Source: an optimization exercise on an open RTL-to-GDS flow (aim: small area, a short achievable clock period and few clock cycles). Production flows keep margins and buffers that such runs may drop.
Function was not checked in any run shown here: the RTL went through the layout flow alone.
No activity file was given, so power comes from the tool's default toggle rates.

<file path="flow/run.sh">
#!/bin/bash
# synth_recipe.tcl (not shown) runs the flow's synth.tcl, then flattens the netlist and writes it again
# the make line also repeats each setting of config.mk as NAME=value (left out here)
make -C /OpenROAD-flow-scripts/flow DESIGN_CONFIG=/design/flow/config.mk WORK_HOME=/design/flow/orfs CLKGATE_MAP_FILE= SYNTH_SCRIPT=/design/flow/synth_recipe.tcl finish
</file>
<file path="flow/config.mk">
export PLATFORM = sky130hd
export DESIGN_NAME = cpu_main
export DESIGN_NICKNAME = cpu_main
export VERILOG_FILES = /design/flow/design.v
export SDC_FILE = /design/flow/constraint.sdc
export NUM_CORES = 4
export LEC_CHECK = 0
export CAP_MARGIN = 20
export CORE_MARGIN = 2
export CORE_UTILIZATION = 40
export SLEW_MARGIN = 20
</file>
<file path="flow/constraint.sdc">
create_clock -name core_clock -period 7.0 [get_ports {clk}]
set_input_delay 1.4000 -clock core_clock [delete_from_list [all_inputs] [get_ports {clk}]]
set_output_delay 1.4000 -clock core_clock [all_outputs]
set_load 0.01 [all_outputs]
</file>
<file path="flow/design.v">
`default_nettype none                
`timescale 1ns/1ps                   
/*verilator lint_off UNUSED*/
typedef enum logic [3:0] {
    NOP     = 4'b0000,       
    LDA     = 4'b0001,       
    ADD     = 4'b0010,       
    SUB     = 4'b0011,       
    STA     = 4'b0100,       
    LDI     = 4'b0101,       
    JMP     = 4'b0110,       
    JC      = 4'b0111,       
    JZ      = 4'b1000,       
    NOP_9   = 4'b1001,       
    NOP_A   = 4'b1010,       
    NOP_B   = 4'b1011,       
    NOP_C   = 4'b1100,       
    NOP_D   = 4'b1101,       
    OUT     = 4'b1110,       
    HLT     = 4'b1111        
} op_t;
typedef logic [3:0] addr_t;
typedef logic [7:0] byte_t;
/*verilator lint_on UNUSED*/
`default_nettype none
`timescale 1ns/1ps
module cpu_core (
    output      logic   hlt_o,           
    output      logic   mem_write_o,     
    output      addr_t  mem_waddr_o,     
    output      byte_t  mem_wdata_o,     
    output      addr_t  mem_faddr_o,     
    input  wire byte_t  mem_fdata_i,     
    output      addr_t  mem_eaddr_o,     
    input  wire byte_t  mem_edata_i,     
    input  wire byte_t  mem_word0_i,     
    input  wire logic   prog_we_i,       
    input  wire addr_t  prog_addr_i,
    input  wire byte_t  prog_data_i,
    output      logic   out_strobe_o,    
    output      byte_t  out_value_o,     
    input  wire logic   reset_i,
    input  wire logic   clk_en_i,
    input  wire logic   clk
);
addr_t      pc;                          
byte_t      ir;                          
byte_t      a;                           
logic       cf;                          
logic       o_rdy;                       
op_t        op;
addr_t      arg;
logic       run;
logic       taken;
addr_t      faddr;
byte_t      fetched;
logic [8:0] sum;
logic [8:0] dif;
always_comb op      = op_t'(ir[7:4]);
always_comb arg     = ir[3:0];
always_comb run     = clk_en_i && !hlt_o;
always_comb taken   = (op == JMP) || (op == JC && cf) || (op == JZ && a == 8'h00);
always_comb faddr   = taken ? arg : pc;
always_comb fetched = (op == STA && arg == pc) ? a : mem_fdata_i;
always_comb sum     = {1'b0, a} + {1'b0, mem_edata_i};
always_comb dif     = {1'b0, a} - {1'b0, mem_edata_i};
always_comb mem_faddr_o  = faddr;
always_comb mem_eaddr_o  = arg;
always_comb mem_write_o  = run && (op == STA);
always_comb mem_waddr_o  = arg;
always_comb mem_wdata_o  = a;
always_comb out_strobe_o = o_rdy;
always_comb out_value_o  = a;            
always_ff @(posedge clk) begin
    if (reset_i) begin
        pc      <= 4'h1;
        ir      <= (prog_we_i && prog_addr_i == 4'h0) ? prog_data_i : mem_word0_i;
        a       <= '0;
        cf      <= 1'b0;
        o_rdy   <= 1'b0;
        hlt_o   <= 1'b0;
    end else begin
        o_rdy   <= 1'b0;
        if (run) begin
            ir      <= fetched;
            pc      <= faddr + 4'h1;
            case (op)
                LDA:    a        <= mem_edata_i;
                ADD:    {cf, a}  <= sum;
                SUB:    {cf, a}  <= dif;
                LDI:    a        <= {4'h0, arg};
                OUT:    o_rdy    <= 1'b1;
                HLT:    hlt_o    <= 1'b1;
                default: ;
            endcase
            if (fetched[7:4] == HLT) begin
                hlt_o   <= 1'b1;
            end
        end
    end
end
endmodule
`default_nettype wire
`default_nettype none
`timescale 1ns/1ps
module cpu_mem (
    input  wire logic   we_i,            
    input  wire addr_t  waddr_i,         
    input  wire byte_t  wdata_i,         
    input  wire addr_t  raddr_f_i,       
    output      byte_t  rdata_f_o,       
    input  wire addr_t  raddr_e_i,       
    output      byte_t  rdata_e_o,       
    output      byte_t  word0_o,         
    input  wire logic   clk
);
byte_t memory [0:15];
always_ff @(posedge clk) begin
    if (we_i) begin
        memory[waddr_i] <= wdata_i;
    end
end
always_comb rdata_f_o = memory[raddr_f_i];
always_comb rdata_e_o = memory[raddr_e_i];
always_comb word0_o   = memory[0];
endmodule
`default_nettype wire
`default_nettype none
`timescale 1ns/1ps
module cpu_main (
    input wire  logic       clk_en_i,
    input wire  logic       reset_i,
    output      logic       out_strobe_o,
    output      byte_t      out_value_o,
    output      logic       halt_o,
    input wire  logic       prog_we_i,           
    input wire  addr_t      prog_addr_i,         
    input wire  byte_t      prog_data_i,         
    input wire  logic       clk
);
logic       cpu_we;
addr_t      cpu_waddr;
byte_t      cpu_wdata;
addr_t      faddr;
byte_t      fdata;
addr_t      eaddr;
byte_t      edata;
byte_t      word0;
cpu_core core (
    .hlt_o(halt_o),
    .mem_write_o(cpu_we),
    .mem_waddr_o(cpu_waddr),
    .mem_wdata_o(cpu_wdata),
    .mem_faddr_o(faddr),
    .mem_fdata_i(fdata),
    .mem_eaddr_o(eaddr),
    .mem_edata_i(edata),
    .mem_word0_i(word0),
    .prog_we_i(prog_we_i),
    .prog_addr_i(prog_addr_i),
    .prog_data_i(prog_data_i),
    .out_strobe_o(out_strobe_o),
    .out_value_o(out_value_o),
    .reset_i(reset_i),
    .clk_en_i(clk_en_i),
    .clk(clk)
);
cpu_mem mem (
    .we_i(reset_i ? prog_we_i : cpu_we),
    .waddr_i(reset_i ? prog_addr_i : cpu_waddr),
    .wdata_i(reset_i ? prog_data_i : cpu_wdata),
    .raddr_f_i(faddr),
    .rdata_f_o(fdata),
    .raddr_e_i(eaddr),
    .rdata_e_o(edata),
    .word0_o(word0),
    .clk(clk)
);
endmodule
`default_nettype wire
</file>
==> impl_metrics.json, run 1 <==
{
  "synth.avg_cell_area_um2": 13.08,
  "wl_per_cell_um": 23.39,
  "max_stage_delay_ns": 0.77,
  "clock_latency_ns": 0.43,
  "rsz0062_at_grt": "no",
  "synth-simple-area-share_pct": 8.398,
  "start_kind": "flip-flop",
  "synthAdderAreaFrac_pct": 2.992,
  "grt_pass1_vias": 5609,
  "synthMuxAreaShare_pct": 21.89,
  "port_buffers": 25,
  "skew_ns": 0.01174,
  "syn_nets": 681,
  "track_usage_pct": 20.74,
  "cts_made_buffers": 17,
  "yosysTopAreaCell": "edfxtp_1",
  "crit_path_end_kind": "flip-flop",
  "hold_viol": 0,
  "grt_overflow": 0,
  "ys_types": 65,
  "setup_viol": 0,
  "power_density_nw_per_um2": 393.0,
  "yosysSeqAreaShare_pct": 52.84,
  "holdBufCountCts": 0,
  "antenna_left": 0,
  "vias_per_cell": 5.963,
  "period_minus_slack_ns": 4.272,
  "ys_ff_latch": 155,
  "synthFlopType": "edfxtp_1",
  "drive_gt1_share_pct": 15.65,
  "setup_tns_ns": 0,
  "die_y_um": 149.3,
  "ys_warn_count": 2,
  "clockBufferDepth": 2,
  "slew_viol_final": 0,
  "crit_top_cell": "a21o_1",
  "r2r_cells": 13,
  "grt_pass1_wl_um": 34120,
  "final_util_pct": 45.49,
  "synth_top_area_share_pct": 48.34,
  "ys_top_cells_by_area": "edfxtp_1 (48%), mux4_2 (11%), mux2i_1 (9.4%)",
  "fp.dieW_um": 149.3,
  "vias": 5641,
  "areaGrowthSynthToFinish_pct": 12.49,
  "peakVddDrop_mv": 0.2089,
  "min_path_cells": 2,
  "synth_xor_area_share_pct": 1.244,
  "syn_inst": 646,
  "htree_levels": 4,
  "run_status": "complete, no violations",
  "hp-class": "flip-flop to flip-flop",
  "cts_resized": 0,
  "clockRootBuffer": "clkbuf_16",
  "fin_ws_ns": 2.728,
  "worst_pin_slew_ns": 1.065,
  "fmax_ghz": 0.2341,
  "synth_top_family_by_area": "multiplexers",
  "min_period_over_period_pct": 61.02,
  "arrival_ns": 4.62,
  "coreArea_um2": 20890,
  "fin_hold_ws_ns": 0.4961,
  "worstPathRequired_ns": 7.35,
  "slew_headroom_pct": 28.75,
  "nFillCells": 1878,
  "ioPinCount": 26,
  "num_rows": 53,
  "post_cts_buffers": 0,
  "drc": 0,
  "gp_congestion": 0.8691,
  "grt_max_degree": 63,
  "die-area_um2": 22300,
  "syn_area_um2": 8448,
  "dr.pass1.iters": 5,
  "start_util_pct": 40.44,
  "cts_tree": "yes",
  "cpMaxStageDelayCell": "dfxtp_2",
  "antenna_found_initial": 0,
  "drt_iter0_markers": 498,
  "path_cells": "buf_4, mux4_2, mux4_2, ha_1, fa_1, o21ai_0, a21o_1, a21o_1, a21o_1, a21oi_1, xnor2_1, a22oi_1, a211oi_1",
  "clk_pin_slew_ns": 0.06,
  "synth-edff-count": 136,
  "p_leak_nw": 3.240,
  "diodes": 0,
  "crit_fanout": 19,
  "cts.sinks": 155,
  "worstSetupPathType": "flip-flop to flip-flop",
  "drv_cap": 0,
  "async_flop_share_pct": 0,
  "fin_nets": 694,
  "dpl.hpwl_um": 15520,
  "drt-total-wl_um": 22130,
  "dp_slack_ns": 2.502,
  "synth-compound-area-share_pct": 9.212
}
==> state kept, by name (all words and copies together), names as in the netlist, named ones only <==
name        cells
core.a          8
core.ir         8
core.o_rdy      1
core.cf         1
mem.memory    128
core.hlt_o      1
core.pc         4
==> cell usage in the layout (no fill, tap or decap), drive strengths merged, types with 11 or more instances in the layout <==
master	count
mux4	40
clkbuf	18
edfxtp	136
dfxtp	19
ha	17
mux2i	79
a21oi	22
clkdlybuf4s50	24
nor2	44
a211oi	16
buf	11
o21ai	23
mux2	14
nand2	61
inv	25
nand3	12
==> worst max-delay path: cells and delay by family (launching register included) <==
kind | cells | cell delay (ns)
compound gates | 7 | 1.06
xor+xnor | 1 | 0.19
fa+ha+maj | 2 | 0.67
buf+inv | 1 | 0.42
flops | 1 | 0.77
mux | 2 | 1.06
==> path summary, 6_finish.rpt <==
kind / from / endpoint / slack (ns)
worst min-delay path: core.pc[2]$_SDFFE_PP0P_ / core.pc[2]$_SDFFE_PP0P_ / 0.50
worst max-delay path: flip-flop / core.a[6]$_SDFFE_PP0P_ / 2.73
worst max register to register: flip-flop / core.a[6]$_SDFFE_PP0P_ / 2.73
worst min register to register: core.pc[2]$_SDFFE_PP0P_ / core.pc[2]$_SDFFE_PP0P_ / 0.50
==> synthesized netlist by cell type, drive strengths merged, types with 2 or more instances <==
master and n:
mux4 40, mux2i 79, clkbuf 19, a21oi 22
a32oi 2, xnor2 6, a311oi 8, fa 2
o21bai 2, xor2 6, o211a 3, nand2 61
nor2 44, o211ai 2, buf 22, dfxtp 19
a31oi 2, mux2 14, edfxtp 136, nor4 3
o21ai 23, a21boi 4, or2 2, nor2b 4
nor3b 2, a211oi 16, a22oi 3, nor4b 2
a21o 5, nand3 12, nand2b 5, o31a 2
and2 3, nor3 6, inv 21, nand3b 2
a221oi 8, ha 17
==> metrics by stage <==
stage	cell area, um^2	instances	power [mW]
after detailed placement	8931	915	2.824
final	9503	946	3.735
after global placement	8931	915	2.804
after global routing	9503	946	3.939
after CTS	9503	946	3.735
after floorplan	8448	646	2.438
==> final cells by class <==
cell class / count / area [um^2] / share of cell area [%]
multi-input combinational: 428 / 3714 / 39.08
sequential: 155 / 4466 / 46.99
clock inverter: 13 / 142.6 / 1.501
inverter: 22 / 87.58 / 0.9217
tap: 275 / 344.1 / 3.621
timing repair buffer: 35 / 320.3 / 3.371
clock buffer: 18 / 429.2 / 4.516
==> logic make-up (layout without fill, tap and decap cells) <==
kind of cell	Yosys count	count (layout)
DFF	155	155
and+or+nand+nor	152	152
muxes	133	133
AOI/OAI and AO/OA	112	112
buffers and inverters	63	88
adders and majority gates	19	19
xor gates and xnor gates	12	12
==> power by group <==
| part | total [mW] | switching, mW | internal [mW] |
|---|---|---|---|
| Combinational | 1.55 | 0.856 | 0.691 |
| Clock | 0.911 | 0.385 | 0.526 |
| Sequential | 1.28 | 0.156 | 1.12 |
| Total | 3.73 | 1.40 | 2.34 |
==> metal layers <==
metal | routed length, um | track usage [%] | up-vias
li1 | - | - | 2522
met1 | 9822 | 29.61 | 2853
met2 | 10360 | 32.40 | 240
met3 | 1660 | 4.495 | 26
met4 | 280 | 5.238 | 0
met5 | 0 | 0 | -
==> run 2: changes to the inputs <==
--- a/flow/config.mk
+++ b/flow/config.mk
@@ -6,4 +6,5 @@
 export NUM_CORES = 4
 export LEC_CHECK = 0
+export ABC_AREA = 1
 export CAP_MARGIN = 20
 export CORE_MARGIN = 2
==> impl_metrics.json, run 2 <==
{
  "p_leak_nw": 4.079,
  "dr.pass1.iters": 8,
  "cts.sinks": 155,
  "cts_tree": "yes",
  "ys_warn_count": 2,
  "arrival_ns": 4.40,
  "placed_cell_area_um2": 9457,
  "die_y_um": 153.8,
  "start_kind": "flip-flop",
  "power_density_nw_per_um2": 472.5,
  "vias": 7675,
  "drt-total-wl_um": 28500,
  "r2r_slack_ns": 2.91,
  "crit_fanout": 42,
  "cts_resized": 0,
  "fp.dieW_um": 153.8,
  "setup_tns_ns": 0,
  "slew_headroom_pct": 28.94,
  "clockBufferDepth": 2,
  "post_cts_buffers": 0,
  "synth_top_area_share_pct": 45.50,
  "ys_top_cells_by_area": "edfxtp_1 (46%), nand2_1 (7.8%), o21ai_0 (7.3%)",
  "ys_ff_latch": 155,
  "synthFlopType": "edfxtp_1",
  "cts_made_buffers": 17,
  "layout_commonest_cell": "nand2_1",
  "track_usage_pct": 24.28,
  "ys_top_cells_by_count": "nand2_1 (187), inv_1 (152), edfxtp_1 (136)",
  "final_util_pct": 45.97,
  "nFillCells": 2123,
  "reg_top3": "mem.memory: 128 flops, core.a: 8 flops, core.ir: 8 flops",
  "drive_gt1_share_pct": 7.222,
  "hold_viol": 0,
  "min_from": "core.hlt_o$_SDFFE_PP0P_",
  "fin_hold_ws_ns": 0.4786,
  "drt-met1-wl_um": 12220,
  "drv_cap": 0,
  "clock_latency_ns": 0.42,
  "syn_inst": 1060,
  "peakVddDrop_mv": 0.2716,
  "highest_layer": "met4",
  "whs_endpoint": "core.hlt_o$_SDFFE_PP0P_",
  "ioPinCount": 26,
  "setup_viol": 0,
  "port_buffers": 25,
  "antenna_left": 0,
  "grt_pass1_wl_um": 42850,
  "yosysSeqAreaShare_pct": 49.74,
  "max_stage_delay_ns": 0.85,
  "htree_levels": 4,
  "gp_congestion": 0.9226,
  "areaGrowthSynthToFinish_pct": 12.13,
  "r2r-end": "core.cf$_SDFFE_PP0P_",
  "finalNonFillerCells": 1360,
  "path_cells": "inv_1, buf_4, o21ai_0, o22ai_1, o221ai_1, nand2_1, ha_1, fa_1, o31ai_1, inv_1, nor2_1, o21ai_0, nand2_1, nand2_1, a21boi_0, o21ai_0, nand4_1, a21oi_1",
  "async_flop_share_pct": 0,
  "yosysTopAreaCell": "edfxtp_1",
  "die-area_um2": 23650,
  "synth-edff-count": 136,
  "antenna_found_initial": 0,
  "crit_path_end_kind": "flip-flop",
  "period_minus_slack_ns": 4.092,
  "skew_ns": 0.01007,
  "r2r_cells": 18,
  "rsz0062_at_grt": "no",
  "cpMaxStageDelayCell": "dfxtp_2",
  "placed_cells": 1329,
  "min_path_cells": 2,
  "grt_max_degree": 62,
  "drc": 0,
  "stdcell_area_um2": 10060,
  "fmax_ghz": 0.2444,
  "wl_met2_um": 12540,
  "worstSetupPathType": "flip-flop to flip-flop",
  "syn_nets": 1095,
  "grt_pass1_vias": 6903,
  "yosysMostFrequentCell": "nand2_1",
  "drt_iter0_markers": 800,
  "synth.avg_cell_area_um2": 8.467,
  "largest_register_ffs": 128,
  "diodes": 0,
  "holdBufCountCts": 0,
  "ys_types": 48,
  "cp_top_family": "compound AO/OA/AOI/OAI gates",
  "layout_common_cells": "nand2_1 (187), inv_1 (152), edfxtp_1 (136)",
  "worstPathRequired_ns": 7.31,
  "coreArea_um2": 21890,
  "slew_viol_final": 0,
  "run_status": "complete, no violations",
  "clockRootBuffer": "clkbuf_16",
  "grt_overflow": 0,
  "wl_per_cell_um": 20.96,
  "regMostFlops": "mem.memory",
  "start_util_pct": 41.00,
  "dpl.hpwl_um": 19040,
  "critPathBufInv": 3,
  "vias_per_cell": 5.643,
  "wl_met3_um": 2502,
  "syn_area_um2": 8975,
  "num_rows": 54,
  "fin_nets": 1103,
  "min_period_over_period_pct": 58.46,
  "hp-class": "flip-flop to flip-flop",
  "worst_pin_slew_ns": 1.066,
  "clk_pin_slew_ns": 0.06
}
## run 2: cell count changes in the layout (fill, tap and decap cells not counted), moves of 15 or more
cell,change
nand3_1,+72
o21ai_0,+102
nand2_1,+126
inv_1,+131
o221ai_1,+15
nor2_1,+45
mux2i_1,-78
a21oi_1,+37
mux4_2,-40
o211ai_1,+34
## run 2: cells by family after synthesis
| family | count (synthesis) | synth area share, % |
|---|---|---|
| compound gates | 276 | 18.18 |
| xor+xnor | 5 | 0.4879 |
| fa+ha+maj | 19 | 2.816 |
| buf+inv | 207 | 9.536 |
| flops | 155 | 49.74 |
| simple gates | 398 | 19.24 |
## run 2: worst max path at each step
| stage | slack (ns) | end | cells past startpoint | from |
|---|---|---|---|---|
| after global placement | 2.38 | mem.memory[10][5]$_DFFE_PP_ | 7 | reset_i |
| after global routing | 2.54 | core.cf$_SDFFE_PP0P_ | 18 | flip-flop |
| after CTS | 2.94 | core.cf$_SDFFE_PP0P_ | 18 | flip-flop |
| after detailed placement | 2.62 | mem.memory[6][6]$_DFFE_PP_ | 8 | reset_i |
| after floorplan | 3.77 | core.a[7]$_SDFFE_PP0P_ | 22 | flip-flop |
| final | 2.91 | core.cf$_SDFFE_PP0P_ | 18 | flip-flop |
## run 2: layer usage
| layer | vias to the layer above | global-route usage, % |
|---|---|---|
| met5 | - | 0 |
| met4 | 0 | 11.31 |
| met3 | 72 | 4.453 |
| met2 | 386 | 36.47 |
| met1 | 3567 | 34.10 |
| li1 | 3650 | - |
## run 2: stage by stage
step	power, mW	setup slack, ns
6_report	4.755	2.908
3_5_place_dp	3.732	2.624
4_1_cts	4.716	2.940
5_1_grt	5.034	2.543
3_3_place_gp	3.722	2.379
2_1_floorplan	2.980	3.767
## run 2: area by class of cell
class	count	area (um^2)	area share, %
repair buffers	41	382.9	3.805
multi-input cells	698	3676	36.53
well taps	280	350.3	3.481
inverters	155	581.8	5.781
clock inverters	10	166.4	1.654
clock buffers	21	440.4	4.376
flip-flops and latches	155	4466	44.37
## run 2: power by group
| group | total (mW) | internal (mW) | switching (mW) | leakage [nW] |
|---|---|---|---|---|
| clock network | 0.983 | 0.598 | 0.385 | 0.288 |
| registers | 1.30 | 1.14 | 0.165 | 1.41 |
| logic | 2.47 | 0.727 | 1.74 | 2.38 |
## run 2: worst register-to-register path: cells and delay by family (launching register included)
family / cells / cell delay, ns
flops: 1 / 0.85
buf+inv: 3 / 0.45
fa+ha+maj: 2 / 0.71
compound gates: 8 / 1.39
simple gates: 5 / 0.57
==> run 3: changes to the inputs <==
--- a/flow/config.mk
+++ b/flow/config.mk
@@ -6,7 +6,8 @@
 export NUM_CORES = 4
 export LEC_CHECK = 0
-export ABC_AREA = 1
+export ABC_CLOCK_PERIOD_IN_PS = 2500
 export CAP_MARGIN = 20
 export CORE_MARGIN = 2
 export CORE_UTILIZATION = 40
+export SETUP_SLACK_MARGIN = 4.5
 export SLEW_MARGIN = 20
==> impl_metrics.json, run 3 <==
{
  "synthAdderAreaFrac_pct": 2.992,
  "syn_nets": 681,
  "gp_congestion": 0.8470,
  "die_y_um": 149.3,
  "synth_xor_area_share_pct": 1.244,
  "synth-edff-count": 136,
  "drive_gt1_share_pct": 39.61,
  "ys_top_cells_by_count": "edfxtp_1 (136), mux2i_1 (79), nand2_1 (61)",
  "async_flop_share_pct": 0,
  "slew_viol_final": 0,
  "regMostFlops": "mem.memory",
  "fp.dieW_um": 149.3,
  "htree_levels": 4,
  "synth.avg_cell_area_um2": 13.08,
  "layout_commonest_cell": "edfxtp_1",
  "power_density_nw_per_um2": 403.9,
  "dp_slack_ns": 2.948,
  "period_minus_slack_ns": 3.529,
  "p_total_mw": 4.603,
  "rsz0062_at_grt": "yes",
  "cts_tree": "yes",
  "synthFlopType": "edfxtp_1",
  "placed_cells": 912,
  "clockRootBuffer": "clkbuf_16",
  "grt_max_degree": 51,
  "ys_top_cells_by_area": "edfxtp_1 (48%), mux4_2 (11%), mux2i_1 (9.4%)",
  "clockBufferDepth": 2,
  "syn_area_um2": 8448,
  "grt_pass1_vias": 6131,
  "drt_iter0_markers": 500,
  "syn_inst": 646,
  "drv_cap": 0,
  "ys_ff_latch": 155,
  "run_status": "complete, no violations",
  "ioPinCount": 26,
  "synth-compound-area-share_pct": 9.212,
  "yosysMostFrequentCell": "edfxtp_1",
  "wl_per_cell_um": 25.62,
  "fin_ws_ns": 3.471,
  "p_int_mw": 2.847,
  "dr.pass1.iters": 6,
  "synth_top_family_by_area": "multiplexers",
  "worstPathRequired_ns": 7.35,
  "finalNonFillerCells": 1035,
  "worstSetupPathType": "flip-flop to flip-flop",
  "synthMuxAreaShare_pct": 21.89,
  "p_sw_mw": 1.756,
  "layout_common_cells": "edfxtp_1 (136), mux2i_1 (77), nand2_1 (53)",
  "setup_viol": 0,
  "cpMaxStageDelayCell": "mux4_2",
  "clock_latency_ns": 0.44,
  "setup_tns_ns": 0,
  "grt_overflow": 0,
  "vias_per_cell": 6.023,
  "grt_pass1_wl_um": 37430,
  "antenna_found_initial": 0,
  "peakVddDrop_mv": 0.2124,
  "hold_viol": 0,
  "path_cells": "buf_12, mux4_2, mux4_2, inv_1, ha_1, inv_2, o21ai_1, a21o_1, a21o_1, a2111oi_4, a221oi_2, xor2_1, a22oi_1, a211oi_1",
  "p_leak_nw": 4.053,
  "crit_path_end_kind": "flip-flop",
  "start_kind": "flip-flop",
  "vias": 6234,
  "arrival_ns": 3.88,
  "antenna_left": 0,
  "die-area_um2": 22300,
  "skew_ns": 0.006626,
  "fin_nets": 784,
  "seq_power_share_pct": 27.5,
  "cts_made_buffers": 17,
  "synth_top_area_share_pct": 48.34,
  "start_util_pct": 40.44,
  "drc": 0,
  "ys_warn_count": 2,
  "cts.sinks": 155,
  "fmax_ghz": 0.2834,
  "ys_types": 65,
  "yosysTopAreaCell": "edfxtp_1",
  "clockPowerShare_pct": 21.4,
  "power_frac_comb_pct": 51.1,
  "max_stage_delay_ns": 0.58,
  "holdBufCountCts": 0,
  "num_rows": 53,
  "synth-simple-area-share_pct": 8.398,
  "min_period_over_period_pct": 50.41,
  "coreArea_um2": 20890,
  "reg_top3": "mem.memory: 128 flops, core.a: 8 flops, core.ir: 8 flops",
  "crit_fanout": 8,
  "switching_share_pct": 38.15,
  "port_buffers": 25,
  "diodes": 0,
  "drt-total-wl_um": 26520,
  "dpl.hpwl_um": 15450,
  "clk_pin_slew_ns": 0.06,
  "worst_pin_slew_ns": 0.8639,
  "largest_register_ffs": 128,
  "hp-class": "flip-flop to flip-flop",
  "slew_headroom_pct": 42.33,
  "yosysSeqAreaShare_pct": 52.84,
  "areaGrowthSynthToFinish_pct": 34.91,
  "track_usage_pct": 23.26
}
run 3: cell count changes in the layout (fill, tap and decap cells not counted), sizes merged, moves of 37 or more:
cell,previous run,this run
mux4,0,40
a21oi,59,22
mux2i,0,79
nand3,86,12
buf,16,99
o21ai,137,23
inv,156,25
o211ai,40,2
nor2,91,44
nand2,197,61
run 3: area by class of cell:
cell class | count | area (um^2)
Inverter | 22 | 112.6
Timing Repair inverter | 3 | 41.29
Clock inverter | 13 | 190.2
Fill cell | 1647 | 9492
Sequential cell | 155 | 4499
Clock buffer | 17 | 425.4
Multi-Input combinational cell | 430 | 4369
Timing Repair Buffer | 120 | 1415
Tap cell | 275 | 344.1
run 3: power by group through the flow:
stage | combinational, mW | sequential [mW] | clock (mW)
after floorplan | 1.38 | 1.20 | 0
after global placement | 1.62 | 1.28 | 0
after detailed placement | 1.64 | 1.28 | 0
after CTS | 1.97 | 1.25 | 0.991
after global routing | 2.48 | 1.27 | 1.04
final | 2.35 | 1.27 | 0.986
run 3: logic make-up after synthesis:
group / after synthesis
AOI/OAI and AO/OA: 112
xor gates and xnor gates: 12
adders and majority gates: 19
buffers and inverters: 63
DFF: 155
muxes: 133
and+or+nand+nor: 152
run 3: metrics by stage:
step                utilization [%]  cell area (um^2)  hold WS, ns
detailed placement            43.95              9180       0.4768
global placement              43.95              9180       0.4776
floorplan                         -              8847       0.4500
finish                        54.56             11400       0.4862
global route                  54.56             11400       0.5214
CTS                           51.56             10770       0.4915
run 3: per-layer routing:
| layer | GRT usage (%) | vias up | part of all wire (%) |
|---|---|---|---|
| met5 | 0 | - | 0 |
| met4 | 9.095 | 0 | 3.2 |
| met3 | 4.312 | 60 | 7.2 |
| met2 | 38.20 | 269 | 49 |
| met1 | 30.69 | 3185 | 41 |
| li1 | - | 2720 | - |
run 3: worst paths after layout:
check	startpoint	endpoint	slack, ns	cells past startpoint
worst min register to register	core.cf$_SDFFE_PP0P_	core.cf$_SDFFE_PP0P_	0.49	2
worst min-delay path	core.cf$_SDFFE_PP0P_	core.cf$_SDFFE_PP0P_	0.49	2
worst max register to register	flip-flop	core.a[7]$_SDFFE_PP0P_	3.47	14
worst max-delay path	flip-flop	core.a[7]$_SDFFE_PP0P_	3.47	14
run 3: timing repair:
action / in CTS / in global routing
pin swaps: 39 / 40
endpoints found under the setup margin: 236 / 130
setup buffers: 57 / 26
gates cloned: 4 / 6
gates resized for setup: 102 / 64
run 3: critical path, delay by kind of cell, from the launching register on:
kind,cells,cell delay [ns]
adders and majority gates,1,0.24
AOI/OAI and AO/OA,7,1.14
buffers and inverters,3,0.36
xor gates and xnor gates,1,0.16
DFF,1,0.42
muxes,2,1.10
==> run 4: changes to the inputs <==
--- a/flow/design.v
+++ b/flow/design.v
@@ -55,6 +55,6 @@
 addr_t      faddr;
 byte_t      fetched;
-logic [8:0] sum;
-logic [8:0] dif;
+logic       sub;
+logic [8:0] alu;
 always_comb op      = op_t'(ir[7:4]);
 always_comb arg     = ir[3:0];
@@ -63,6 +63,6 @@
 always_comb faddr   = taken ? arg : pc;
 always_comb fetched = (op == STA && arg == pc) ? a : mem_fdata_i;
-always_comb sum     = {1'b0, a} + {1'b0, mem_edata_i};
-always_comb dif     = {1'b0, a} - {1'b0, mem_edata_i};
+always_comb sub     = (op == SUB);
+always_comb alu     = {1'b0, a} + {1'b0, mem_edata_i ^ {8{sub}}} + {8'h00, sub};
 always_comb mem_faddr_o  = faddr;
 always_comb mem_eaddr_o  = arg;
@@ -87,6 +87,8 @@
             case (op)
                 LDA:    a        <= mem_edata_i;
-                ADD:    {cf, a}  <= sum;
-                SUB:    {cf, a}  <= dif;
+                ADD, SUB: begin
+                    a       <= alu[7:0];
+                    cf      <= alu[8] ^ sub;
+                end
                 LDI:    a        <= {4'h0, arg};
                 OUT:    o_rdy    <= 1'b1;
@@ -121,6 +123,12 @@
     end
 end
-always_comb rdata_f_o = memory[raddr_f_i];
-always_comb rdata_e_o = memory[raddr_e_i];
+always_comb begin
+    rdata_f_o = '0;
+    rdata_e_o = '0;
+    for (int i = 0; i < 16; i++) begin
+        rdata_f_o = rdata_f_o | (memory[i] & {8{raddr_f_i == 4'(i)}});
+        rdata_e_o = rdata_e_o | (memory[i] & {8{raddr_e_i == 4'(i)}});
+    end
+end
 always_comb word0_o   = memory[0];
 endmodule
--- a/flow/config.mk
+++ b/flow/config.mk
@@ -6,8 +6,7 @@
 export NUM_CORES = 4
 export LEC_CHECK = 0
-export ABC_CLOCK_PERIOD_IN_PS = 2500
+export ABC_AREA = 1
 export CAP_MARGIN = 20
 export CORE_MARGIN = 2
 export CORE_UTILIZATION = 40
-export SETUP_SLACK_MARGIN = 4.5
 export SLEW_MARGIN = 20
==> impl_metrics.json, run 4 <==
{
  "worstSetupPathType": "flip-flop to flip-flop",
  "drt_iter0_markers": 1089,
  "gr-usage-met1_pct": 39.61,
  "cts_resized": 0,
  "slew_headroom_pct": 19.30,
  "grt_max_degree": 31,
  "cp_top_family": "simple AND/OR/NAND/NOR gates",
  "ys_top_cells_by_count": "nand2_1 (213), edfxtp_1 (136), inv_1 (111)",
  "grt_overflow": 0,
  "reg_top3": "mem.memory: 128 flops, core.a: 8 flops, core.ir: 8 flops",
  "run_status": "complete, no violations",
  "cts_tree": "yes",
  "coreArea_um2": 19590,
  "port_buffers": 25,
  "cts.sinks": 151,
  "nFillCells": 1889,
  "diodes": 0,
  "stdcell_area_um2": 9203,
  "synth-simple-area-share_pct": 24.05,
  "num_rows": 51,
  "placed_cell_area_um2": 8598,
  "vias_per_cell": 5.875,
  "busiest_layer": "met1",
  "slew_viol_final": 0,
  "drv_cap": 0,
  "hp-class": "flip-flop to flip-flop",
  "min_period_over_period_pct": 61.82,
  "period_minus_slack_ns": 4.328,
  "htree_levels": 4,
  "critPathBufInv": 4,
  "fp.dieW_um": 145.9,
  "post_cts_buffers": 0,
  "ys_warn_count": 2,
  "skew_ns": 0.009687,
  "antenna_found_initial": 0,
  "grt_pass1_wl_um": 43350,
  "drt-total-wl_um": 29460,
  "use_met2_pct": 39.27,
  "crit_path_end_kind": "flip-flop",
  "yosysMostFrequentCell": "nand2_1",
  "synthMuxAreaShare_pct": 0,
  "regMostFlops": "mem.memory",
  "clock_latency_ns": 0.43,
  "antenna_left": 0,
  "dpl.hpwl_um": 21760,
  "layout_commonest_cell": "nand2_1",
  "synth-edff-count": 136,
  "rsz0062_at_grt": "no",
  "path_cells": "inv_1, nor2_1, nand2_1, inv_1, nand2_1, nand3_1, a221oi_1, nand4_1, nor4_1, xor2_1, ha_1, a21oi_1, o31ai_1, inv_1, nor2_1, o21a_1, o21ai_0, nand2_1, a21oi_1, xnor2_1, nand2_1, o211ai_1, inv_1",
  "synthAdderAreaFrac_pct": 1.335,
  "synth_top_family_by_area": "simple AND/OR/NAND/NOR gates",
  "syn_inst": 903,
  "worstPathRequired_ns": 7.33,
  "synth-compound-area-share_pct": 12.40,
  "gp_congestion": 1.058,
  "track_usage_pct": 27.91,
  "synthFlopType": "edfxtp_1",
  "start_kind": "flip-flop",
  "yosysSeqAreaShare_pct": 54.40,
  "grt_util_met3_pct": 7.210,
  "ys_ff_latch": 151,
  "clockRootBuffer": "clkbuf_16",
  "crit_fanout": 7,
  "start_util_pct": 41.14,
  "yosysTopAreaCell": "edfxtp_1",
  "ys_top_cells_by_area": "edfxtp_1 (51%), nand2_1 (9.9%), inv_1 (5.2%)",
  "fin_nets": 963,
  "holdBufCountCts": 0,
  "die-area_um2": 21300,
  "hold_viol": 0,
  "clk_pin_slew_ns": 0.07,
  "fin_ws_ns": 2.672,
  "dp_slack_ns": 2.520,
  "ys_types": 48,
  "synth_top_area_share_pct": 50.68,
  "async_flop_share_pct": 0,
  "vias": 7150,
  "syn_area_um2": 8059,
  "cts_made_buffers": 17,
  "dr.pass1.iters": 7,
  "synth.avg_cell_area_um2": 8.925,
  "clockBufferDepth": 2,
  "wl_per_cell_um": 24.21,
  "grt_pass1_vias": 6615,
  "max_stage_delay_ns": 0.59,
  "power_density_nw_per_um2": 460.6,
  "fmax_ghz": 0.2311,
  "p_total_mw": 4.239,
  "final_util_pct": 46.98,
  "arrival_ns": 4.66,
  "drc": 0,
  "drive_gt1_share_pct": 8.403,
  "synth_xor_area_share_pct": 0.9781,
  "layout_common_cells": "nand2_1 (213), edfxtp_1 (136), inv_1 (111)",
  "areaGrowthSynthToFinish_pct": 14.19,
  "syn_nets": 927,
  "ioPinCount": 26,
  "p_leak_nw": 3.596,
  "peakVddDrop_mv": 0.1816,
  "worst_pin_slew_ns": 1.210,
  "cpMaxStageDelayCell": "nor4_1",
  "die_y_um": 145.9,
  "largest_register_ffs": 128,
  "setup_viol": 0,
  "setup_tns_ns": 0
}
[run 4: tightest hold or removal path, stage by stage, from the launching register on]
cell and delay, ns:
dfxtp_1 0.31, inv_1 0.06, a21oi_1 0.06
[run 4: final cells by class]
class	count	area (um^2)	share of cell area, %
clock buffers	19	432.9	4.704
clock inverters	13	145.1	1.577
multi-input cells	616	3142	34.14
repair buffers	34	319.1	3.467
well taps	265	331.6	3.603
inverters	119	447.9	4.867
flip-flops and latches	151	4384	47.64
[run 4: routing by layer]
metal  vias to the layer above  wire length, um
met4                         0             1561
met5                         -                0
li1                       3212                -
met1                      3373            12390
met2                       479            12290
met3                        86             3219
[run 4: path summary, 6_finish.rpt]
kind / cells past startpoint / start / endpoint / slack (ns)
hold / removal: 2 / core.hlt_o$_SDFFE_PP0P_ / core.hlt_o$_SDFFE_PP0P_ / 0.49
hold reg to reg: 2 / core.hlt_o$_SDFFE_PP0P_ / core.hlt_o$_SDFFE_PP0P_ / 0.49
setup reg to reg: 23 / core.ir[3]$_DFFE_PP_ / core.cf$_SDFFE_PP0P_ / 2.67
setup / recovery: 23 / core.ir[3]$_DFFE_PP_ / core.cf$_SDFFE_PP0P_ / 2.67
[run 4: kinds of logic after synthesis]
family	Yosys count
AO/OA/AOI/OAI	162
XOR/XNOR	9
adder cells (fa/ha/maj)	8
buffers and inverters	136
flip-flops	151
AND/OR/NAND/NOR	437
[run 4: through the flow]
stage                     hold slack, ns  cells
after floorplan                   0.4910    903
after global routing              0.5455   1217
final                             0.4860   1217
after detailed placement          0.4752   1183
after global placement            0.4624   1183
after CTS                         0.4831   1215
[run 4: where the power goes]
part           total, mW  internal, mW  switching, mW  leakage [nW]
Combinational       2.10         0.586           1.51          1.94
Sequential          1.22          1.11          0.109          1.38
Clock              0.919         0.529          0.390         0.276

-- separate check: timing with driven ports --
How much do the figures lean on ideal ports? The routed layouts below were timed once more, with nothing changed but the port constraints.
Step 1 sets driving cells, clkbuf_16 on the clock port and buf_2 on the other inputs (assumed; they add their load-dependent delay and slew).
Step 2 adds t to the input delays and takes it off the output delays; t is the mean of the earliest and latest rising clock arrival at the registers after step 1. Input paths then give back, and output paths get back, about the clock's delay inside the block.
a / b / c = ideal / step 1 / step 2; a / b = the first two.
| run | t, ns | setup WS [ns] | worst data-port slew with drivers (ns) |
|---|---|---|---|
| run 1 | 0.473 | 2.728 / 2.728 / 2.514 | 0.05 |
| run 2 | 0.467 | 2.908 / 2.908 / 2.625 | 0.04 |
| run 3 | 0.471 | 3.471 / 3.471 / 3.471 | 0.05 |
| run 4 | 0.477 | 2.672 / 2.672 / 2.589 | 0.04 |
After both steps setup and hold are still met in every run listed. For run 2, which loses most, drivers alone change the setup slack by 0.000 ns; drivers and shift together by -0.283 ns.
